Background: an optimization exercise with open tools, aiming at small area. Do not read the settings as production practice. Function was checked by simulation only, so behaviour that the tests miss may differ from the original. Power figures rest on the tool's default switching activity, not on a simulated workload.

==> flow/design.v, too long to show whole: its modules and the start of the top module <==
// module uart_tx: 99 lines
// module uart_rx: 107 lines
// module i2c_master: 218 lines
// module spi_master: 115 lines
// module dsmod: 62 lines
// module rc_add: 23 lines
// module rc_inc: 19 lines
// module rc_dec: 16 lines
// module rc_geu: 17 lines
// module csi_add: 29 lines
// module cordic_iterative: 82 lines
// module lo_gen: 99 lines
// module freq_generator: 149 lines
// module memory: 384 lines
// module regs: 18 lines
// module alu: 159 lines
// module control: 201 lines
// module instructioncounter: 31 lines
// module csr: 90 lines
// module imm_gen: 18 lines
// module cpu: 255 lines
module cpu #(
    parameter int CLK_FREQ = 12_000_000,
    parameter int BAUD = 115_200
) (
    input logic clk,
    input logic reset,  
    input  logic so,
    output logic si,
    output logic sclk,
    output logic sram_ce,
    input  logic sda_i,
    output logic sda_o,
    output logic sda_oe,
    output logic scl,
    input  logic rx,
    output logic tx,
    input  logic [3:0] gpio_in,   
    output logic [3:0] gpio_out,
    output logic cos_ds,
    output logic cos_ds_n,
    output logic sin_ds,
    output logic sin_ds_n,
    output logic lo_i,
    output logic lo_q,
    output logic lo_ix,
    output logic lo_qx
);
  // ...
==> flow/run.sh <==
#!/bin/bash
# synth_recipe.tcl (not shown) runs the flow's synth.tcl, then flattens the netlist and writes it again
# the make line also repeats each setting of config.mk as NAME=value (left out here)
make -C /OpenROAD-flow-scripts/flow DESIGN_CONFIG=/design/flow/config.mk WORK_HOME=/design/flow/orfs CLKGATE_MAP_FILE= SYNTH_SCRIPT=/design/flow/synth_recipe.tcl finish
==> flow/config.mk <==
export PLATFORM = sky130hd
export DESIGN_NAME = cpu
export DESIGN_NICKNAME = cpu
export VERILOG_FILES = /design/flow/design.v
export SDC_FILE = /design/flow/constraint.sdc
export NUM_CORES = 4
export LEC_CHECK = 0
export ABC_AREA = 1
export CAP_MARGIN = 20
export CORE_MARGIN = 2
export CORE_UTILIZATION = 40
export CTS_CLUSTER_DIAMETER = 100
export CTS_CLUSTER_SIZE = 20
export SLEW_MARGIN = 20
==> flow/constraint.sdc <==
create_clock -name core_clock -period 12.0 [get_ports {clk}]
set_input_delay 2.4000 -clock core_clock [delete_from_list [all_inputs] [get_ports {clk}]]
set_output_delay 2.4000 -clock core_clock [all_outputs]
set_load 0.01 [all_outputs]
==> metrics.md, run 1 <==
| Metric | Value |
|---|---|
| Largest register FFs | `480` |
| Non-Clock Buffer Count | `between 400 and 500` |
| Number of clock sinks | `1790` |
| DP Area | `about 110000 µm²` |
| # clk buffers | `about 150` |
| Worst-Margin Slew | `approximately 1.2 ns` |
| Sequential share of cell area | `37.82%` |
| Clock Skews | `0.07215 ns` |
| CTS Buffer Depth | `3` |
| Max Clock Freq | `just under 0.09 GHz` |
| PortBufs | `27` |
| WL per Instance | `between 20 and 25 µm` |
| Register bit total from synthesis | `~1800` |
| Synth Area per Inst | `about 8.3 µm²` |
| Status | `timing/DRC/antenna clean` |
| Reg2reg setup slack | `approximately 0.47 ns` |
| Combinational power share | `approximately 16%` |
| Antenna diodes | `17` |
| Commonest non-fill, non-tap cell in the layout | `nand2_1` |
| Die H | `~510 µm` |
| EDFF count, synth | `564` |
| Xor/xnor share of the synthesized area | `about 2.1%` |
| Hold slack | `between 0.3 and 0.4 ns` |
| Most frequent cells in the layout | `2315 x nand2_1, 1512 x inv_1, 1215 x dfxtp_1` |
| Hold_sp | `memory_i.i2c_master.sda_i_sync0` |
| Setup WS pre-CTS | `-0.4371 ns` |
| Maximum number of pins on one net before global-route repair | `99` |
| CTS tree | `done` |
| WP data arrival | `around 12 ns` |
| Routing usage on met3 | `between 6 and 7%` |
| VDD IR max | `~0.00012 V` |
| Comb_multi_in | `~8100` |
| Hold bufs inserted after CTS | `0` |
| Count leader, synth | `nand2_1` |
| Worst setup path start | `control_i.state_q[2]` |
| Clock-cell share | `under 10%` |
| GRT met2 Usage | `41.03%` |
| GRT overflow | `0` |
| Post-Route WL | `about 370000 µm` |
| Switching portion of total power | `30.61%` |
| Adder-cell share of the synthesized area | `14.70%` |
| Setup TNS | `0 ns` |
| RePlAce Congestion | `1.017` |
| Slowest-stage cell, CP | `fa_2` |
| DRC viols | `0` |
==> module cordic_iterative, before the edit <==
module cordic_iterative (
    input  wire        clk_i,
    input  wire        rstn_i,
    input  wire        strb_data_valid_i,
    input  wire [29:0] Z_i,
    output wire [29:0] X_o,
    output wire [29:0] Y_o,
    output wire        strb_data_valid_o
);
  localparam [29:0] K_INIT = 30'b010011011011101001011110001101;
  reg  [29:0] x_r, y_r, z_r;
  reg  [ 4:0] shift_value;
  reg  [29:0] angle;
  always @(*) begin
    case (shift_value)
      5'd0:  angle = 30'b001000000000000000000000000000;
      5'd1:  angle = 30'b000100101110010000000101000111;
      5'd2:  angle = 30'b000010011111101100111000010111;
      5'd3:  angle = 30'b000001010001000100010001110101;
      5'd4:  angle = 30'b000000101000101100001101010001;
      5'd5:  angle = 30'b000000010100010111010111111000;
      5'd6:  angle = 30'b000000001010001011110110001000;
      5'd7:  angle = 30'b000000000101000101111100010101;
      5'd8:  angle = 30'b000000000010100010111110010101;
      5'd9:  angle = 30'b000000000001010001011111001100;
      5'd10: angle = 30'b000000000000101000101111100110;
      5'd11: angle = 30'b000000000000010100010111110011;
      5'd12: angle = 30'b000000000000001010001011111010;
      5'd13: angle = 30'b000000000000000101000101111101;
      5'd14: angle = 30'b000000000000000010100010111110;
      5'd15: angle = 30'b000000000000000001010001011111;
      5'd16: angle = 30'b000000000000000000101000110000;
      5'd17: angle = 30'b000000000000000000010100011000;
      5'd18: angle = 30'b000000000000000000001010001100;
      5'd19: angle = 30'b000000000000000000000101000110;
      5'd20: angle = 30'b000000000000000000000010100011;
      5'd21: angle = 30'b000000000000000000000001010001;
      5'd22: angle = 30'b000000000000000000000000101001;
      5'd23: angle = 30'b000000000000000000000000010100;
      5'd24: angle = 30'b000000000000000000000000001010;
      5'd25: angle = 30'b000000000000000000000000000101;
      5'd26: angle = 30'b000000000000000000000000000011;
      5'd27: angle = 30'b000000000000000000000000000001;
      5'd28: angle = 30'b000000000000000000000000000001;
      default: angle = 30'b0;
    endcase
  end
  wire        dir_up = ~z_r[29];
  wire [29:0] y_shr = $signed(y_r) >>> shift_value;
  wire [29:0] x_shr = $signed(x_r) >>> shift_value;
  wire [29:0] sx, sy;
  wire        cox, cmx, coy, cmy;
  csi_add #(.W(30), .U(12)) u_x (.a(x_r), .b(y_shr ^ {30{dir_up}}), .ci(dir_up), .s(sx), .co(cox), .c_msb(cmx));
  csi_add #(.W(30), .U(12)) u_y (.a(y_r), .b(x_shr ^ {30{~dir_up}}), .ci(~dir_up), .s(sy), .co(coy), .c_msb(cmy));
  wire [29:0] dx = (cox ^ cmx) ? {x_r[29], {29{~x_r[29]}}} : sx;
  wire [29:0] dy = (coy ^ cmy) ? {y_r[29], {29{~y_r[29]}}} : sy;
  wire [29:0] dz;
  csi_add #(.W(30), .U(7)) u_z (.a(z_r), .b(angle ^ {30{dir_up}}), .ci(dir_up), .s(dz), .co(), .c_msb());
  wire z_hi = (Z_i[29:28] == 2'b01) && (Z_i[27:0] != 28'd0);   
  wire z_lo = (Z_i[29:28] == 2'b10);                            
  always @(posedge clk_i) begin
    if (strb_data_valid_i) z_r <= {z_hi ? 2'b00 : (z_lo ? 2'b11 : Z_i[29:28]), Z_i[27:0]};
    else z_r <= dz;
    if (!rstn_i) begin
      x_r <= 30'd0;
      y_r <= 30'd0;
    end else if (strb_data_valid_i) begin
      x_r <= (z_hi || z_lo) ? 30'd0 : K_INIT;
      y_r <= z_hi ? K_INIT : (z_lo ? -K_INIT : 30'd0);
    end else begin
      x_r <= dx;
      y_r <= dy;
    end
  end
  always @(posedge clk_i) begin
    if (!rstn_i || strb_data_valid_i) shift_value <= 5'd0;
    else if (shift_value != 5'd31) shift_value <= shift_value + 5'd1;
  end
  assign strb_data_valid_o = (shift_value == 5'd30);
  assign X_o = x_r;
  assign Y_o = y_r;
endmodule
==> module control, before the edit <==
module control (
    input logic        clk,
    input logic        reset,
    input logic [31:0] iword,
    input logic        mem_busy,
    input logic        mem_valid,
    output logic [31:0] immediate,
    output logic [ 5:0] control_flags,
    output logic        wbflag,
    output logic        memflag,
    output logic        pcflag,
    output logic        fetchflag,
    output logic        mem_ce,
    output logic        read_rs2,    
    output logic        exec,        
    input logic interrupt_pending,
    input logic [2:0] exceptions,
    output logic jump_to_isr,
    output logic mret,
    output logic csr_write
);
localparam logic [6:0] OP_RTYPE = 7'b0110011;
localparam logic [6:0] OP_ITYPE = 7'b0010011;
localparam logic [6:0] OP_LUI = 7'b0110111;
localparam logic [6:0] OP_AUIPC = 7'b0010111;
localparam logic [6:0] OP_LW = 7'b0000011;
localparam logic [6:0] OP_SW = 7'b0100011;
localparam logic [6:0] OP_JALR = 7'b1100111;
localparam logic [6:0] OP_JAL = 7'b1101111;
localparam logic [6:0] OP_BRANCH = 7'b1100011;
localparam logic [6:0] OP_MRET = 7'b1110011;
localparam logic [6:0] OP_CSR = 7'b1110011;
localparam logic [6:0] FUNCT7_ADD = 7'b0000000;
localparam logic [2:0] FUNCT3_ADD = 3'b000;
localparam logic [6:0] FUNCT7_SUB = 7'b0100000;
localparam logic [2:0] FUNCT3_SUB = 3'b000;
localparam logic [6:0] FUNCT7_AND = 7'b0000000;
localparam logic [2:0] FUNCT3_AND = 3'b111;
localparam logic [6:0] FUNCT7_OR = 7'b0000000;
localparam logic [2:0] FUNCT3_OR = 3'b110;
localparam logic [6:0] FUNCT7_XOR = 7'b0000000;
localparam logic [2:0] FUNCT3_XOR = 3'b100;
localparam logic [6:0] FUNCT7_SLT = 7'b0000000;
localparam logic [2:0] FUNCT3_SLT = 3'b010;
localparam logic [6:0] FUNCT7_SLTU = 7'b0000000;
localparam logic [2:0] FUNCT3_SLTU = 3'b011;
localparam logic [6:0] FUNCT7_SRA = 7'b0100000;
localparam logic [2:0] FUNCT3_SRA = 3'b101;
localparam logic [6:0] FUNCT7_SRL = 7'b0000000;
localparam logic [2:0] FUNCT3_SRL = 3'b101;
localparam logic [6:0] FUNCT7_SLL = 7'b0000000;
localparam logic [2:0] FUNCT3_SLL = 3'b001;
localparam logic [2:0] FUNCT3_ADDI = 3'b000;
localparam logic [2:0] FUNCT3_ANDI = 3'b111;
localparam logic [2:0] FUNCT3_ORI = 3'b110;
localparam logic [2:0] FUNCT3_XORI = 3'b100;
localparam logic [2:0] FUNCT3_SLTI = 3'b010;
localparam logic [2:0] FUNCT3_SLTIU = 3'b011;
localparam logic [6:0] FUNCT7_SRAI = 7'b0100000;
localparam logic [2:0] FUNCT3_SRAI = 3'b101;
localparam logic [6:0] FUNCT7_SRLI = 7'b0000000;
localparam logic [2:0] FUNCT3_SRLI = 3'b101;
localparam logic [6:0] FUNCT7_SLLI = 7'b0000000;
localparam logic [2:0] FUNCT3_SLLI = 3'b001;
localparam logic [2:0] FUNCT3_MEM_B = 3'b000;
localparam logic [2:0] FUNCT3_MEM_H = 3'b001;
localparam logic [2:0] FUNCT3_MEM_W = 3'b010;
localparam logic [2:0] FUNCT3_LBU = 3'b100;
localparam logic [2:0] FUNCT3_LHU = 3'b101;
localparam logic [2:0] FUNCT3_BEQ = 3'b000;
localparam logic [2:0] FUNCT3_BNE = 3'b001;
localparam logic [2:0] FUNCT3_BLT = 3'b100;
localparam logic [2:0] FUNCT3_BGE = 3'b101;
localparam logic [2:0] FUNCT3_BLTU = 3'b110;
localparam logic [2:0] FUNCT3_BGEU = 3'b111;
localparam logic [6:0] FUNCT7_MRET = 7'b0011000;
localparam logic [2:0] FUNCT3_MRET = 3'b000;
localparam logic [2:0] FUNCT3_CSRW = 3'b001;
localparam logic [2:0] FUNCT3_CSRR = 3'b010;
  logic       mem_phase;
  logic       mem_write;
  logic       reg_write;
  logic       AUIPC;
  logic       imm_as_b;
  logic       jump;
  logic [6:0] opcode;
  logic [2:0] funct3;
  logic [6:0] funct7;
  logic       pc_misaligned;
  logic       illegal_instruction;
  logic       load_access_fault;
  assign pc_misaligned       = exceptions[0];
  assign illegal_instruction = exceptions[1];
  assign load_access_fault   = exceptions[2];
  assign opcode              = iword[6:0];
  assign funct3              = iword[14:12];
  assign funct7              = iword[31:25];
  assign control_flags[0]    = mem_phase;
  assign control_flags[1]    = mem_write;
  assign control_flags[2]    = reg_write;
  assign control_flags[3]    = AUIPC;
  assign control_flags[4]    = imm_as_b;
  assign control_flags[5]    = jump;
  typedef enum logic [3:0] {
    rst,
    fetch_await,
    fetch,
    decode,
    execute,
    memory_await,
    memory,
    writeback,
    interrupt
  } states_t;
  states_t state_d, state_q;
  always_ff @(posedge clk) begin
    if (reset == 0) state_q <= rst;
    else state_q <= state_d;
  end
  always_comb begin : Delta
    state_d = state_q;
    case (state_q)
      rst: state_d = fetch_await;
      fetch_await: begin
        if (pc_misaligned) state_d = interrupt;
        else if (load_access_fault) state_d = interrupt;
        else if (mem_busy) state_d = fetch;
      end
      fetch: if (~mem_busy) state_d = decode;
      decode: state_d = execute;
      execute: begin
        if (illegal_instruction) state_d = interrupt;
        else if (mem_phase == 1) state_d = memory_await;
        else state_d = writeback;
      end
      memory_await: begin
        if (load_access_fault) state_d = interrupt;
        else if (mem_busy) state_d = memory;
      end
      memory: if (~mem_busy) state_d = writeback;
      writeback: begin
        if (interrupt_pending) state_d = interrupt;
        else state_d = fetch_await;
      end
      interrupt: state_d = fetch_await;
      default: state_d = state_q;
    endcase
  end
  imm_gen imm_gen_i (
      .iword(iword),
      .immediate(immediate)
  );
  always_comb begin
    pcflag = 0;
    memflag = 0;
    mem_ce = 1;
    wbflag = 0;
    fetchflag = 0;
    jump_to_isr = 0;
    mret = 0;
    csr_write = 0;
    read_rs2 = 0;
    exec = 0;
    case (state_q)
      fetch: begin
        mem_ce = 0;
        if (mem_valid) fetchflag = 1;
      end
      fetch_await: mem_ce = 0;
      execute: begin
        read_rs2 = 1;
        exec = 1;
      end
      memory, memory_await: begin
        memflag = 1;
        mem_ce = 0;
        read_rs2 = 1;
      end
      writeback: begin
        pcflag = 1;
        if (reg_write) wbflag = 1;
        if ({funct7, funct3, opcode} == {FUNCT7_MRET, FUNCT3_MRET, OP_MRET}) mret = 1;
        if ({funct3, opcode} == {FUNCT3_CSRW, OP_CSR}) csr_write = 1;
      end
      interrupt: jump_to_isr = 1;
      default: ;
    endcase
  end
  always_comb begin
    mem_phase = (opcode == OP_LW || opcode == OP_SW);
    mem_write = (opcode == OP_SW);
    reg_write = 1;
    AUIPC = (opcode == OP_AUIPC);
    imm_as_b = (opcode == OP_ITYPE || opcode == OP_LUI || opcode == OP_AUIPC || opcode == OP_LW ||
                opcode == OP_SW || opcode == OP_JAL || opcode == OP_JALR);
    jump = (opcode == OP_BRANCH || opcode == OP_JAL || opcode == OP_JALR);
    if (opcode == OP_BRANCH || opcode == OP_SW) reg_write = 0;
    if (opcode == OP_CSR && funct3 == FUNCT3_CSRW) reg_write = 0;
    if (opcode == OP_MRET && funct3 == FUNCT3_MRET && funct7 == FUNCT7_MRET) reg_write = 0;
  end
endmodule
==> module csr, before the edit <==
module csr (
    input logic clk,
    input logic reset,
    input  logic       intr_timer,
    input  logic       intr_ext,
    input  logic       uart_rx_valid,
    input  logic [2:0] exceptions,
    input  logic       mret,
    input  logic       enter_isr,
    output logic       interrupt_pending,
    input  logic [31:0] data_in,
    input  logic [11:0] addr,
    input  logic        write_en,
    output logic [31:0] data_out,
    input  logic [22:0] pc,
    output logic [22:0] isr_return,
    output logic [22:0] isr_target
);
  logic intr_ext_sync;
  logic timer_interrupt;
  logic external_interrupt;
  logic uart_interrupt;
  localparam [4:0] TIMER = 7;
  localparam [4:0] EXTERNAL = 11;
  localparam [4:0] UART = 16;
  logic [31:0] mstatus;   
  logic [31:0] mie;   
  logic [31:0] mtvec;   
  logic [31:0] mepc;   
  logic [31:0] mcause;   
  logic [31:0] mip;   
  logic sel_mstatus, sel_mie, sel_mtvec, sel_mepc, sel_mcause, sel_mip;
  assign sel_mstatus = (addr == 12'h300);
  assign sel_mie     = (addr == 12'h304);
  assign sel_mtvec   = (addr == 12'h305);
  assign sel_mepc    = (addr == 12'h341);
  assign sel_mcause  = (addr == 12'h342);
  assign sel_mip     = (addr == 12'h344);
  assign timer_interrupt = mstatus[3] && mie[TIMER] && mip[TIMER];
  assign external_interrupt = mstatus[3] && mie[EXTERNAL] && mip[EXTERNAL];
  assign uart_interrupt = mstatus[3] && mie[UART] && mip[UART];
  assign interrupt_pending = timer_interrupt || external_interrupt || uart_interrupt;
  assign isr_return = mepc[22:0];
  logic [20:0] isr_sum;
  rc_add #(.W(21)) u_isr (.a(mtvec[22:2]), .b(mcause[31] ? mcause[20:0] : 21'd0), .ci(1'b0),
                          .s(isr_sum), .co(), .c_msb());
  assign isr_target = {isr_sum, 2'b00};
  always_ff @(posedge clk) begin
    intr_ext_sync <= intr_ext;
    mip[TIMER] <= intr_timer;
    if (intr_ext_sync) mip[EXTERNAL] <= 1;
    if (uart_rx_valid) mip[UART] <= 1;
    if (enter_isr) begin
      mepc <= {9'b0, pc};
      mstatus[3] <= 0;
      if (mcause == {1'b1, 31'd11}) mip[EXTERNAL] <= 0;
    end
    if (mret) begin
      mstatus[3] <= 1;
    end
    if (write_en) begin
      if (sel_mstatus) mstatus <= data_in;
      if (sel_mie) mie <= data_in;
      if (sel_mtvec) mtvec <= data_in;
      if (sel_mepc) mepc <= data_in;
      if (sel_mcause) mcause <= data_in;
      if (sel_mip) mip <= data_in;
    end
    if (external_interrupt) mcause <= {1'b1, 31'd11};
    else if (uart_interrupt) mcause <= {1'b1, 31'd16};
    else if (timer_interrupt) mcause <= {1'b1, 31'd7};
    else if (exceptions[1]) mcause <= {1'b0, 31'd2};   
    else if (exceptions[0]) mcause <= {1'b0, 31'd0};   
    else if (exceptions[2]) mcause <= {1'b0, 31'd5};   
    if (reset == 0) begin
      mstatus <= 32'd0;   
      mie <= 32'd0;
      mtvec <= {30'b0, 2'd1};
      mepc <= 32'd0;
      mcause <= 32'd0;
      mip <= 32'd0;
      intr_ext_sync <= 0;
    end
  end
  always_comb begin
    data_out = ({32{sel_mstatus}} & mstatus) | ({32{sel_mie}} & mie) |
               ({32{sel_mtvec}} & mtvec) | ({32{sel_mepc}} & mepc) |
               ({32{sel_mcause}} & mcause) | ({32{sel_mip}} & mip);
  end
endmodule
==> module cpu, before the edit <==
module cpu #(
    parameter int CLK_FREQ = 12_000_000,
    parameter int BAUD = 115_200
) (
    input logic clk,
    input logic reset,  
    input  logic so,
    output logic si,
    output logic sclk,
    output logic sram_ce,
    input  logic sda_i,
    output logic sda_o,
    output logic sda_oe,
    output logic scl,
    input  logic rx,
    output logic tx,
    input  logic [3:0] gpio_in,   
    output logic [3:0] gpio_out,
    output logic cos_ds,
    output logic cos_ds_n,
    output logic sin_ds,
    output logic sin_ds_n,
    output logic lo_i,
    output logic lo_q,
    output logic lo_ix,
    output logic lo_qx
);
localparam logic [6:0] OP_RTYPE = 7'b0110011;
localparam logic [6:0] OP_ITYPE = 7'b0010011;
localparam logic [6:0] OP_LUI = 7'b0110111;
localparam logic [6:0] OP_AUIPC = 7'b0010111;
localparam logic [6:0] OP_LW = 7'b0000011;
localparam logic [6:0] OP_SW = 7'b0100011;
localparam logic [6:0] OP_JALR = 7'b1100111;
localparam logic [6:0] OP_JAL = 7'b1101111;
localparam logic [6:0] OP_BRANCH = 7'b1100011;
localparam logic [6:0] OP_MRET = 7'b1110011;
localparam logic [6:0] OP_CSR = 7'b1110011;
localparam logic [6:0] FUNCT7_ADD = 7'b0000000;
localparam logic [2:0] FUNCT3_ADD = 3'b000;
localparam logic [6:0] FUNCT7_SUB = 7'b0100000;
localparam logic [2:0] FUNCT3_SUB = 3'b000;
localparam logic [6:0] FUNCT7_AND = 7'b0000000;
localparam logic [2:0] FUNCT3_AND = 3'b111;
localparam logic [6:0] FUNCT7_OR = 7'b0000000;
localparam logic [2:0] FUNCT3_OR = 3'b110;
localparam logic [6:0] FUNCT7_XOR = 7'b0000000;
localparam logic [2:0] FUNCT3_XOR = 3'b100;
localparam logic [6:0] FUNCT7_SLT = 7'b0000000;
localparam logic [2:0] FUNCT3_SLT = 3'b010;
localparam logic [6:0] FUNCT7_SLTU = 7'b0000000;
localparam logic [2:0] FUNCT3_SLTU = 3'b011;
localparam logic [6:0] FUNCT7_SRA = 7'b0100000;
localparam logic [2:0] FUNCT3_SRA = 3'b101;
localparam logic [6:0] FUNCT7_SRL = 7'b0000000;
localparam logic [2:0] FUNCT3_SRL = 3'b101;
localparam logic [6:0] FUNCT7_SLL = 7'b0000000;
localparam logic [2:0] FUNCT3_SLL = 3'b001;
localparam logic [2:0] FUNCT3_ADDI = 3'b000;
localparam logic [2:0] FUNCT3_ANDI = 3'b111;
localparam logic [2:0] FUNCT3_ORI = 3'b110;
localparam logic [2:0] FUNCT3_XORI = 3'b100;
localparam logic [2:0] FUNCT3_SLTI = 3'b010;
localparam logic [2:0] FUNCT3_SLTIU = 3'b011;
localparam logic [6:0] FUNCT7_SRAI = 7'b0100000;
localparam logic [2:0] FUNCT3_SRAI = 3'b101;
localparam logic [6:0] FUNCT7_SRLI = 7'b0000000;
localparam logic [2:0] FUNCT3_SRLI = 3'b101;
localparam logic [6:0] FUNCT7_SLLI = 7'b0000000;
localparam logic [2:0] FUNCT3_SLLI = 3'b001;
localparam logic [2:0] FUNCT3_MEM_B = 3'b000;
localparam logic [2:0] FUNCT3_MEM_H = 3'b001;
localparam logic [2:0] FUNCT3_MEM_W = 3'b010;
localparam logic [2:0] FUNCT3_LBU = 3'b100;
localparam logic [2:0] FUNCT3_LHU = 3'b101;
localparam logic [2:0] FUNCT3_BEQ = 3'b000;
localparam logic [2:0] FUNCT3_BNE = 3'b001;
localparam logic [2:0] FUNCT3_BLT = 3'b100;
localparam logic [2:0] FUNCT3_BGE = 3'b101;
localparam logic [2:0] FUNCT3_BLTU = 3'b110;
localparam logic [2:0] FUNCT3_BGEU = 3'b111;
localparam logic [6:0] FUNCT7_MRET = 7'b0011000;
localparam logic [2:0] FUNCT3_MRET = 3'b000;
localparam logic [2:0] FUNCT3_CSRW = 3'b001;
localparam logic [2:0] FUNCT3_CSRR = 3'b010;
  logic mem_ce, memwrite, mem_busy, mem_valid;
  logic [31:0] mem_addr;
  logic [31:0] mem_dataout;
  logic [31:0] iword, immediate;
  logic wbflag, memflag, pcflag, fetchflag, read_rs2, exec;
  logic [5:0] control_flags;
  logic [1:0] jump;
  logic [22:0] imm;
  logic [31:0] a, b, rd;
  logic [16:0] instruction;
  logic [31:0] rd_alu, alu_comb, alu_sum;
  logic [31:0] rport, rs1_q;
  logic [22:0] pc_new;
  logic [23:0] pc_plus4;
  always_ff @(posedge clk) begin
    if (exec) rd_alu <= alu_comb;
    if (fetchflag) iword <= mem_dataout;
    if (reset == 0) iword <= 0;
  end
  always_ff @(posedge clk) rs1_q <= rport;
  logic       intr_timer;
  logic       load_access_fault;
  logic [2:0] funct3;
  logic       uart_rx_valid;
  memory #(
      .CLK_FREQ(CLK_FREQ),
      .BAUD(BAUD)
  ) memory_i (
      .clk(clk),
      .reset(reset),
      .ce(mem_ce),
      .spi_slow_mode(gpio_in[3]),
      .funct3(funct3),
      .addr(mem_addr),
      .datain(rport),
      .memwrite(memwrite),
      .dataout(mem_dataout),
      .busy(mem_busy),
      .valid(mem_valid),
      .so(so),
      .si(si),
      .rx(rx),
      .tx(tx),
      .uart_rx_valid(uart_rx_valid),
      .sclk(sclk),
      .sram_ce(sram_ce),
      .scl(scl),
      .sda_i(sda_i),
      .sda_o(sda_o),
      .sda_oe(sda_oe),
      .gpio_in(gpio_in[2:0]),
      .gpio_out(gpio_out),
      .cos_ds(cos_ds),
      .cos_ds_n(cos_ds_n),
      .sin_ds(sin_ds),
      .sin_ds_n(sin_ds_n),
      .lo_i(lo_i),
      .lo_q(lo_q),
      .lo_ix(lo_ix),
      .lo_qx(lo_qx),
      .intr_timer(intr_timer),
      .load_access_fault(load_access_fault)
  );
  assign memwrite = (memflag) ? control_flags[1] : 1'b0;
  assign mem_addr = (memflag) ? rd_alu : {9'b0, pc_new};
  assign funct3   = (memflag) ? iword[14:12] : FUNCT3_MEM_W;
  logic       jump_to_isr;
  logic       mret;
  logic       interrupt_pending;
  logic       csr_write;
  logic [2:0] exceptions;
  control control_i (
      .clk(clk),
      .reset(reset),
      .iword(iword),
      .mem_busy(mem_busy),
      .mem_valid(mem_valid),
      .immediate(immediate),
      .control_flags(control_flags),
      .wbflag(wbflag),
      .memflag(memflag),
      .pcflag(pcflag),
      .fetchflag(fetchflag),
      .mem_ce(mem_ce),
      .read_rs2(read_rs2),
      .exec(exec),
      .interrupt_pending(interrupt_pending),
      .exceptions(exceptions),
      .jump_to_isr(jump_to_isr),
      .mret(mret),
      .csr_write(csr_write)
  );
  logic [22:0] isr_return;
  logic [22:0] isr_target;
  logic [31:0] csr_dataout;
  csr csr_i (
      .clk(clk),
      .reset(reset),
      .intr_timer(intr_timer),
      .intr_ext(gpio_in[0]),
      .uart_rx_valid(uart_rx_valid),
      .exceptions(exceptions),
      .mret(mret),
      .enter_isr(jump_to_isr),
      .data_in(rport),
      .addr(iword[31:20]),
      .write_en(csr_write),
      .data_out(csr_dataout),
      .pc(pc_new),
      .isr_return(isr_return),
      .isr_target(isr_target),
      .interrupt_pending(interrupt_pending)
  );
  logic [20:0] pc_inc;
  logic        pc_inc_co;
  rc_inc #(.W(21)) u_pc_inc (.a(pc_new[22:2]), .ci(1'b1), .s(pc_inc), .co(pc_inc_co));
  assign pc_plus4 = {pc_inc_co, pc_inc, pc_new[1:0]};
  logic pc_misaligned;
  instructioncounter inst_i (
      .clk(clk),
      .reset(reset),
      .pcflag(pcflag),
      .interrupt(jump_to_isr),
      .jump(jump),
      .imm(imm),
      .pc_plus_imm(alu_sum[22:0]),
      .pc_plus4(pc_plus4[22:0]),
      .isr_target(isr_target),
      .isr_return(isr_return),
      .pc_new(pc_new),
      .pc_misaligned(pc_misaligned)
  );
  assign imm = rd_alu[22:0];   
  always_comb begin
    jump[0] = (control_flags[5]) ? rd_alu[23] : 1'b0;
    jump[1] = (control_flags[5]) ? rd_alu[24] : 1'b1;
    if (mret) begin
      jump = 2'b11;
    end
  end
  logic illegal_instruction;
  alu alu_i (
      .a(a),
      .b(b),
      .instruction(instruction),
      .force_add(pcflag),
      .sum(alu_sum),
      .rd(alu_comb),
      .illegal_instruction(illegal_instruction)
  );
  assign exceptions = {load_access_fault, illegal_instruction, pc_misaligned};
  assign instruction = {iword[31:25], iword[14:12], iword[6:0]};
  assign a = (control_flags[3] | pcflag) ? {9'b0, pc_new} : rs1_q;
  assign b = (control_flags[4] | pcflag) ? immediate : rport;
  always_comb begin
    rd = rd_alu;
    if (iword[6:0] == OP_JALR || iword[6:0] == OP_JAL) rd = {8'b0, pc_plus4};
    else if (iword[6:0] == OP_CSR && iword[14:12] == FUNCT3_CSRR) rd = csr_dataout;
    else if (control_flags[0]) rd = mem_dataout;
  end
  regs regs (
      .clk(clk),
      .reset(reset),
      .regwrite(wbflag),
      .radr(read_rs2 ? iword[23:20] : iword[18:15]),
      .rdadr(iword[10:7]),
      .rd(rd),
      .rdata(rport)
  );
endmodule   
==> inputs of run 2 (changes only) <==
--- a/flow/design.v
+++ b/flow/design.v
@@ -717,41 +717,38 @@
   localparam [29:0] K_INIT = 30'b010011011011101001011110001101;
   reg  [29:0] x_r, y_r, z_r;
   reg  [ 4:0] shift_value;
-  reg  [29:0] angle;
-  always @(*) begin
-    case (shift_value)
-      5'd0:  angle = 30'b001000000000000000000000000000;
-      5'd1:  angle = 30'b000100101110010000000101000111;
-      5'd2:  angle = 30'b000010011111101100111000010111;
-      5'd3:  angle = 30'b000001010001000100010001110101;
-      5'd4:  angle = 30'b000000101000101100001101010001;
-      5'd5:  angle = 30'b000000010100010111010111111000;
-      5'd6:  angle = 30'b000000001010001011110110001000;
-      5'd7:  angle = 30'b000000000101000101111100010101;
-      5'd8:  angle = 30'b000000000010100010111110010101;
-      5'd9:  angle = 30'b000000000001010001011111001100;
-      5'd10: angle = 30'b000000000000101000101111100110;
-      5'd11: angle = 30'b000000000000010100010111110011;
-      5'd12: angle = 30'b000000000000001010001011111010;
-      5'd13: angle = 30'b000000000000000101000101111101;
-      5'd14: angle = 30'b000000000000000010100010111110;
-      5'd15: angle = 30'b000000000000000001010001011111;
-      5'd16: angle = 30'b000000000000000000101000110000;
-      5'd17: angle = 30'b000000000000000000010100011000;
-      5'd18: angle = 30'b000000000000000000001010001100;
-      5'd19: angle = 30'b000000000000000000000101000110;
-      5'd20: angle = 30'b000000000000000000000010100011;
-      5'd21: angle = 30'b000000000000000000000001010001;
-      5'd22: angle = 30'b000000000000000000000000101001;
-      5'd23: angle = 30'b000000000000000000000000010100;
-      5'd24: angle = 30'b000000000000000000000000001010;
-      5'd25: angle = 30'b000000000000000000000000000101;
-      5'd26: angle = 30'b000000000000000000000000000011;
-      5'd27: angle = 30'b000000000000000000000000000001;
-      5'd28: angle = 30'b000000000000000000000000000001;
-      default: angle = 30'b0;
-    endcase
-  end
+  localparam [899:0] ATAN_TABLE = {
+    30'b000000000000000000000000000000,
+    30'b000000000000000000000000000001,
+    30'b000000000000000000000000000001,
+    30'b000000000000000000000000000011,
+    30'b000000000000000000000000000101,
+    30'b000000000000000000000000001010,
+    30'b000000000000000000000000010100,
+    30'b000000000000000000000000101001,
+    30'b000000000000000000000001010001,
+    30'b000000000000000000000010100011,
+    30'b000000000000000000000101000110,
+    30'b000000000000000000001010001100,
+    30'b000000000000000000010100011000,
+    30'b000000000000000000101000110000,
+    30'b000000000000000001010001011111,
+    30'b000000000000000010100010111110,
+    30'b000000000000000101000101111101,
+    30'b000000000000001010001011111010,
+    30'b000000000000010100010111110011,
+    30'b000000000000101000101111100110,
+    30'b000000000001010001011111001100,
+    30'b000000000010100010111110010101,
+    30'b000000000101000101111100010101,
+    30'b000000001010001011110110001000,
+    30'b000000010100010111010111111000,
+    30'b000000101000101100001101010001,
+    30'b000001010001000100010001110101,
+    30'b000010011111101100111000010111,
+    30'b000100101110010000000101000111,
+    30'b001000000000000000000000000000};
+  wire [29:0] angle = (shift_value < 5'd30) ? ATAN_TABLE[shift_value*30 +: 30] : 30'd0;
   wire        dir_up = ~z_r[29];
   wire [29:0] y_shr = $signed(y_r) >>> shift_value;
   wire [29:0] x_shr = $signed(x_r) >>> shift_value;
@@ -762,7 +759,7 @@
   wire [29:0] dx = (cox ^ cmx) ? {x_r[29], {29{~x_r[29]}}} : sx;
   wire [29:0] dy = (coy ^ cmy) ? {y_r[29], {29{~y_r[29]}}} : sy;
   wire [29:0] dz;
-  csi_add #(.W(30), .U(7)) u_z (.a(z_r), .b(angle ^ {30{dir_up}}), .ci(dir_up), .s(dz), .co(), .c_msb());
+  csi_add #(.W(30), .U(11)) u_z (.a(z_r), .b(angle ^ {30{dir_up}}), .ci(dir_up), .s(dz), .co(), .c_msb());
   wire z_hi = (Z_i[29:28] == 2'b01) && (Z_i[27:0] != 28'd0);   
   wire z_lo = (Z_i[29:28] == 2'b10);                            
   always @(posedge clk_i) begin
@@ -1613,6 +1610,7 @@
     output logic        mem_ce,
     output logic        read_rs2,    
     output logic        exec,        
+    output logic        dec,         
     input logic interrupt_pending,
     input logic [2:0] exceptions,
     output logic jump_to_isr,
@@ -1761,12 +1759,14 @@
     csr_write = 0;
     read_rs2 = 0;
     exec = 0;
+    dec = 0;
     case (state_q)
       fetch: begin
         mem_ce = 0;
         if (mem_valid) fetchflag = 1;
       end
       fetch_await: mem_ce = 0;
+      decode: dec = 1;
       execute: begin
         read_rs2 = 1;
         exec = 1;
@@ -1877,41 +1877,45 @@
   rc_add #(.W(21)) u_isr (.a(mtvec[22:2]), .b(mcause[31] ? mcause[20:0] : 21'd0), .ci(1'b0),
                           .s(isr_sum), .co(), .c_msb());
   assign isr_target = {isr_sum, 2'b00};
+  logic [31:0] din_r;
+  assign din_r = reset ? data_in : 32'd0;
+  logic we_mstatus, we_mie, we_mtvec, we_mepc, we_mcause, we_mip;
+  assign we_mstatus = ~reset | (write_en & sel_mstatus);
+  assign we_mie     = ~reset | (write_en & sel_mie);
+  assign we_mtvec   = ~reset | (write_en & sel_mtvec);
+  assign we_mepc    = ~reset | (write_en & sel_mepc);
+  assign we_mcause  = ~reset | (write_en & sel_mcause);
+  assign we_mip     = ~reset | (write_en & sel_mip);
+  logic mcause_set;
+  logic [31:0] mcause_val;
+  always_comb begin
+    mcause_set = 1'b1;
+    mcause_val = 32'd0;
+    if (external_interrupt) mcause_val = {1'b1, 31'd11};
+    else if (uart_interrupt) mcause_val = {1'b1, 31'd16};
+    else if (timer_interrupt) mcause_val = {1'b1, 31'd7};
+    else if (exceptions[1]) mcause_val = {1'b0, 31'd2};   
+    else if (exceptions[0]) mcause_val = {1'b0, 31'd0};   
+    else if (exceptions[2]) mcause_val = {1'b0, 31'd5};   
+    else mcause_set = 1'b0;
+  end
   always_ff @(posedge clk) begin
-    intr_ext_sync <= intr_ext;
-    mip[TIMER] <= intr_timer;
-    if (intr_ext_sync) mip[EXTERNAL] <= 1;
-    if (uart_rx_valid) mip[UART] <= 1;
-    if (enter_isr) begin
-      mepc <= {9'b0, pc};
-      mstatus[3] <= 0;
-      if (mcause == {1'b1, 31'd11}) mip[EXTERNAL] <= 0;
-    end
-    if (mret) begin
-      mstatus[3] <= 1;
-    end
-    if (write_en) begin
-      if (sel_mstatus) mstatus <= data_in;
-      if (sel_mie) mie <= data_in;
-      if (sel_mtvec) mtvec <= data_in;
-      if (sel_mepc) mepc <= data_in;
-      if (sel_mcause) mcause <= data_in;
-      if (sel_mip) mip <= data_in;
-    end
-    if (external_interrupt) mcause <= {1'b1, 31'd11};
-    else if (uart_interrupt) mcause <= {1'b1, 31'd16};
-    else if (timer_interrupt) mcause <= {1'b1, 31'd7};
-    else if (exceptions[1]) mcause <= {1'b0, 31'd2};   
-    else if (exceptions[0]) mcause <= {1'b0, 31'd0};   
-    else if (exceptions[2]) mcause <= {1'b0, 31'd5};   
-    if (reset == 0) begin
-      mstatus <= 32'd0;   
-      mie <= 32'd0;
-      mtvec <= {30'b0, 2'd1};
-      mepc <= 32'd0;
-      mcause <= 32'd0;
-      mip <= 32'd0;
-      intr_ext_sync <= 0;
+    intr_ext_sync <= reset & intr_ext;
+    if (we_mstatus) mstatus <= din_r;
+    else if (mret) mstatus[3] <= 1'b1;
+    else if (enter_isr) mstatus[3] <= 1'b0;
+    if (we_mie) mie <= din_r;
+    if (we_mtvec) mtvec <= {din_r[31:1], din_r[0] | ~reset};
+    if (we_mepc) mepc <= din_r;
+    else if (enter_isr) mepc <= {9'b0, pc};
+    if (reset && mcause_set) mcause <= mcause_val;
+    else if (we_mcause) mcause <= din_r;
+    if (we_mip) mip <= din_r;
+    else begin
+      mip[TIMER] <= intr_timer;
+      if (enter_isr && mcause == {1'b1, 31'd11}) mip[EXTERNAL] <= 1'b0;
+      else if (intr_ext_sync) mip[EXTERNAL] <= 1'b1;
+      if (uart_rx_valid) mip[UART] <= 1'b1;
     end
   end
   always_comb begin
@@ -2027,22 +2031,22 @@
   logic [31:0] mem_addr;
   logic [31:0] mem_dataout;
   logic [31:0] iword, immediate;
-  logic wbflag, memflag, pcflag, fetchflag, read_rs2, exec;
+  logic wbflag, memflag, pcflag, fetchflag, read_rs2, exec, dec;
   logic [5:0] control_flags;
   logic [1:0] jump;
   logic [22:0] imm;
   logic [31:0] a, b, rd;
   logic [16:0] instruction;
   logic [31:0] rd_alu, alu_comb, alu_sum;
-  logic [31:0] rport, rs1_q;
+  logic [31:0] rport;
   logic [22:0] pc_new;
   logic [23:0] pc_plus4;
   always_ff @(posedge clk) begin
     if (exec) rd_alu <= alu_comb;
+    else if (dec) rd_alu <= rport;
     if (fetchflag) iword <= mem_dataout;
     if (reset == 0) iword <= 0;
   end
-  always_ff @(posedge clk) rs1_q <= rport;
   logic       intr_timer;
   logic       load_access_fault;
   logic [2:0] funct3;
@@ -2109,6 +2113,7 @@
       .mem_ce(mem_ce),
       .read_rs2(read_rs2),
       .exec(exec),
+      .dec(dec),
       .interrupt_pending(interrupt_pending),
       .exceptions(exceptions),
       .jump_to_isr(jump_to_isr),
@@ -2175,7 +2180,7 @@
   );
   assign exceptions = {load_access_fault, illegal_instruction, pc_misaligned};
   assign instruction = {iword[31:25], iword[14:12], iword[6:0]};
-  assign a = (control_flags[3] | pcflag) ? {9'b0, pc_new} : rs1_q;
+  assign a = (control_flags[3] | pcflag) ? {9'b0, pc_new} : rd_alu;
   assign b = (control_flags[4] | pcflag) ? immediate : rport;
   always_comb begin
     rd = rd_alu;
==> metrics.md, run 2 <==
| Metric | Value |
|---|---|
| Fin crit share | `96.18% (was 96.09%)` |
| # Max-Cap Violations | `0 (unchanged)` |
| H-tree levels | `3 (unchanged)` |
| First-pass GRT wire length | `543100 µm (was 543000 µm)` |
| # IOs | `28 (unchanged)` |
| WP data arrival | `12.12 ns (was 12.10 ns)` |
| Final nets | `12574 (was 12894)` |
| Post-synthesis mux area share | `0.2723% (was 0.3875%)` |
| Area Growth Syn to Fin | `9.861% (was 8.943%)` |
| Filler cells | `24339 (was 24709)` |
| Clock power frac | `28.5% (was 32.7%)` |
| Count leader, synth | `nand2_1 (unchanged)` |
| Worst-Margin Slew | `1.146 ns (was 1.165 ns)` |
| Worst r2r src | `control_i.state_q[3] (was control_i.state_q[2])` |
| Most flop-heavy register | `regs.registers (unchanged)` |
| Die width | `503.3 µm (was 505.9 µm)` |
| Power Density | `124.9 nW/µm² (was 111.6 nW/µm²)` |
| Area contributors post-synth | `edfxtp_1 23%, dfxtp_1 20%, fa_1 11% (was dfxtp_1 24%, edfxtp_1 17%, fa_1 11%)` |
| RePlAce Congestion | `1.052 (was 1.017)` |
| CTS Buf Count | `105 (was 108)` |
| Largest register FFs | `480 (unchanged)` |
| Post-Synthesis Cells | `11671 (was 12114)` |
| Int Pwr | `8.960 mW (was 8.500 mW)` |
| Share of synthesized registers carrying an async set or reset | `0% (unchanged)` |
| Largest regs | `regs.registers x480, memory_i.mtime x64, memory_i.mtimecmp x64 (unchanged)` |
| Post-DRT Antenna Nets | `0 (unchanged)` |
| Worst setup path start | `control_i.state_q[3] (was control_i.state_q[2])` |
| Layout cells sized above 1 | `8.277% (was 6.969%)` |
| Gr usage total | `28.65% (was 28.12%)` |
| Slowest stage delay, CP | `0.40 ns (was 0.41 ns)` |
| Most used cell, CP | `fa_2 (unchanged)` |
| Hold slack | `0.3569 ns (was 0.3341 ns)` |
| Sw power | `4.722 mW (was 3.750 mW)` |
| Crit. End Element | `flip-flop (unchanged)` |
| Static Leakage | `44.94 nW (was 45.39 nW)` |
| Number of clock sinks | `1731 (was 1790)` |
| Maximum number of pins on one net before global-route repair | `107 (was 99)` |
| CP max FO | `8 (was 11)` |
| Die H | `503.3 µm (was 505.9 µm)` |
| Setup TNS | `0 ns (unchanged)` |
| Starting DRC count in detailed routing | `9626 (was 10220)` |
| DRC viols | `0 (unchanged)` |
| Worst-Skew Late Latency | `0.83 ns (was 0.82 ns)` |
| Reg clk slew, reported paths | `0.09 ns (about the same)` |
| PortBufs | `27 (unchanged)` |
| Crit-path leading delay family | `adder cells (unchanged)` |
| Adder-cell share of the synthesized area | `14.81% (was 14.70%)` |
| CTS root buf | `clkbuf_16 (unchanged)` |
| CTS tree | `done (unchanged)` |
| Flop pwr share | `47.4% (was 51.7%)` |
| Synth top area share | `22.74% (was 24.36%)` |
| Die ar. | `253300 µm² (was 255900 µm²)` |
| Hold_sp | `memory_i.i2c_master.sda_i_sync0 (unchanged)` |
| # setup viols final | `0 (unchanged)` |
| Xor/xnor share of the synthesized area | `1.985% (was 2.113%)` |
| Core ar. | `248200 µm² (was 250900 µm²)` |
| Detailed-route via count | `84871 (was 86775)` |
| Commonest non-fill, non-tap cell in the layout | `nand2_1 (unchanged)` |
| Largest family of logic cells by synthesized area | `simple AND/OR/NAND/NOR gates (unchanged)` |
| DP Area | `105500 µm² (was 105800 µm²)` |
| Top FF cell, synth | `dfxtp_1 (unchanged)` |
| Synth Warn # | `16 (unchanged)` |
| Post-Route WL | `369500 µm (was 370000 µm)` |
| Element type at the critical path start | `flip-flop (unchanged)` |
| Design area | `109600 µm² (was 109800 µm²)` |
| Vias per cell | `5.618 (about the same)` |
| Register area share after synthesis | `42.33% (was 41.17%)` |
| Dpl hpwl | `268600 µm (was 274100 µm)` |
| Syn_nets | `12543 (was 12989)` |
| Unique masters post-synth | `83 (was 78)` |
| Simple-gate portion of the synthesized area | `17.38% (was 17.88%)` |
| Post-synthesis cell area | `99720 µm² (was 100700 µm²)` |
| CP bufs+invs | `6 (was 7)` |
| Top post-synthesis cells by count | `2150 x nand2_1, 1609 x inv_1, 1056 x o21ai_0 (was 2321 x nand2_1, 1519 x inv_1, 1226 x dfxtp_1)` |
| VDD IR max | `0.0001185 V (was 0.0001244 V)` |
| Status | `timing/DRC/antenna clean (unchanged)` |
| Clock Skews | `0.07890 ns (was 0.07215 ns)` |
| Slowest-stage cell, CP | `fa_1 (was fa_2)` |
| Initial Util | `40.18% (was 40.15%)` |
| EDFF count, synth | `755 (was 564)` |
| Final Critical Period | `11.54 ns (was 11.53 ns)` |
| Synth Area per Inst | `8.544 µm² (was 8.316 µm²)` |
| Hold Crit Class | `flip-flop to flip-flop (unchanged)` |
| CTS Buffer Depth | `3 (unchanged)` |
| Largest area contributor in the netlist | `edfxtp_1 (was dfxtp_1)` |
| Combinational power share | `24.1% (was 15.6%)` |
| DRT Pass-1 Iters | `8 (was 9)` |
| WL per Instance | `24.46 µm (was 23.95 µm)` |
| Switching portion of total power | `34.51% (was 30.61%)` |
| GRT overflow | `0 (unchanged)` |
| Most frequent cells in the layout | `2141 x nand2_1, 1604 x inv_1, 1016 x o21ai_0 (was 2315 x nand2_1, 1512 x inv_1, 1215 x dfxtp_1)` |
| Worst slew margin | `23.55% (was 21.71%)` |
| Required @ worst endpoint | `12.58 ns (was 12.57 ns)` |
| Register bit total from synthesis | `1731 (was 1790)` |
| Vias in the first global route | `81636 (was 82182)` |
| Final Hold Fails | `0 (unchanged)` |
| # rows | `183 (was 184)` |
| Max-slew violations | `0 (unchanged)` |
| Max Clock Freq | `0.08664 GHz (was 0.08672 GHz)` |
| Type of the worst setup path | `flip-flop to flip-flop (unchanged)` |
| Initial antenna violation count | `22 (was 31)` |
| Compound-Gate Fraction of Synth Area | `14.60% (was 15.23%)` |
==> run 2: changes by cell type in the layout (fill, tap and decap cells not counted), moves of 52 or more <==
cell	delta
a21oi_1	-125
inv_1	+92
nand3_1	-62
o221ai_1	+76
edfxtp_1	+191
buf_4	+52
o21ai_0	-123
dfxtp_1	-251
nand2_1	-174
a22o_1	+57
nor2_1	+83
==> run 2: through the flow <==
step | worst slack [ns] | power (mW) | util, % | instances
floorplan | 0.09393 | 8.262 | - | 11671
global route | -0.04981 | 14.14 | 44.13 | 15099
finish | 0.4582 | 13.68 | 44.14 | 15106
CTS | 0.01110 | 13.63 | 43.84 | 15079
global placement | -0.6525 | 9.744 | 42.50 | 14905
detailed placement | -0.6488 | 9.764 | 42.51 | 14906
==> run 2: cells by family after synthesis <==
kind of cell    after synthesis
compound gates             2480
mux                          27
fa+ha+maj                   863
flops                      1731
buf+inv                    2221
simple gates               4123
xor+xnor                    226
==> run 2: worst paths after layout <==
kind,endpoint,cells past startpoint,slack (ns)
max reg2reg,rd_alu[24],52,0.46
min reg2reg,memory_i.i2c_master.sda_i_sync1,0,0.36
min,memory_i.i2c_master.sda_i_sync1,0,0.36
max,rd_alu[24],52,0.46
==> run 2: layout make-up <==
type	count	area [µm²]	area share [%]
Antenna cell	9	22.52	0.02056
Tap cell	3330	4167	3.803
Multi-Input combinational cell	7719	49750	45.42
Inverter	1678	6312	5.762
Clock buffer	147	2869	2.619
Clock inverter	26	345.3	0.3152
Sequential cell	1731	42240	38.56
Timing Repair Buffer	466	3844	3.509
==> run 2: layer usage <==
layer | wire [µm] | up-vias | part of all wire (%) | track usage [%]
met5 | 127 | - | 0.034 | 0
met4 | 23820 | 20 | 6.4 | 15.33
met3 | 31160 | 859 | 8.4 | 4.843
met2 | 165400 | 3818 | 45 | 45.39
met1 | 149000 | 41405 | 40 | 37.44
li1 | - | 38769 | - | -
==> run 2: what timing repair did <==
item	4_1_cts	5_1_grt
pin swaps	4	18
buffers inserted	1	11
cloned	0	7
resized for setup	35	164
setup endpoints to repair	26	113
hold buffers	0	0
==> run 2: power groups by stage <==
stage | clock [mW] | combinational (mW) | sequential, mW
after floorplan | 0.00104 | 1.69 | 6.57
after global placement | 0.00104 | 3.13 | 6.62
final | 3.90 | 3.29 | 6.48
after global routing | 4.19 | 3.45 | 6.50
after detailed placement | 0.00104 | 3.15 | 6.62
after CTS | 3.99 | 3.16 | 6.48
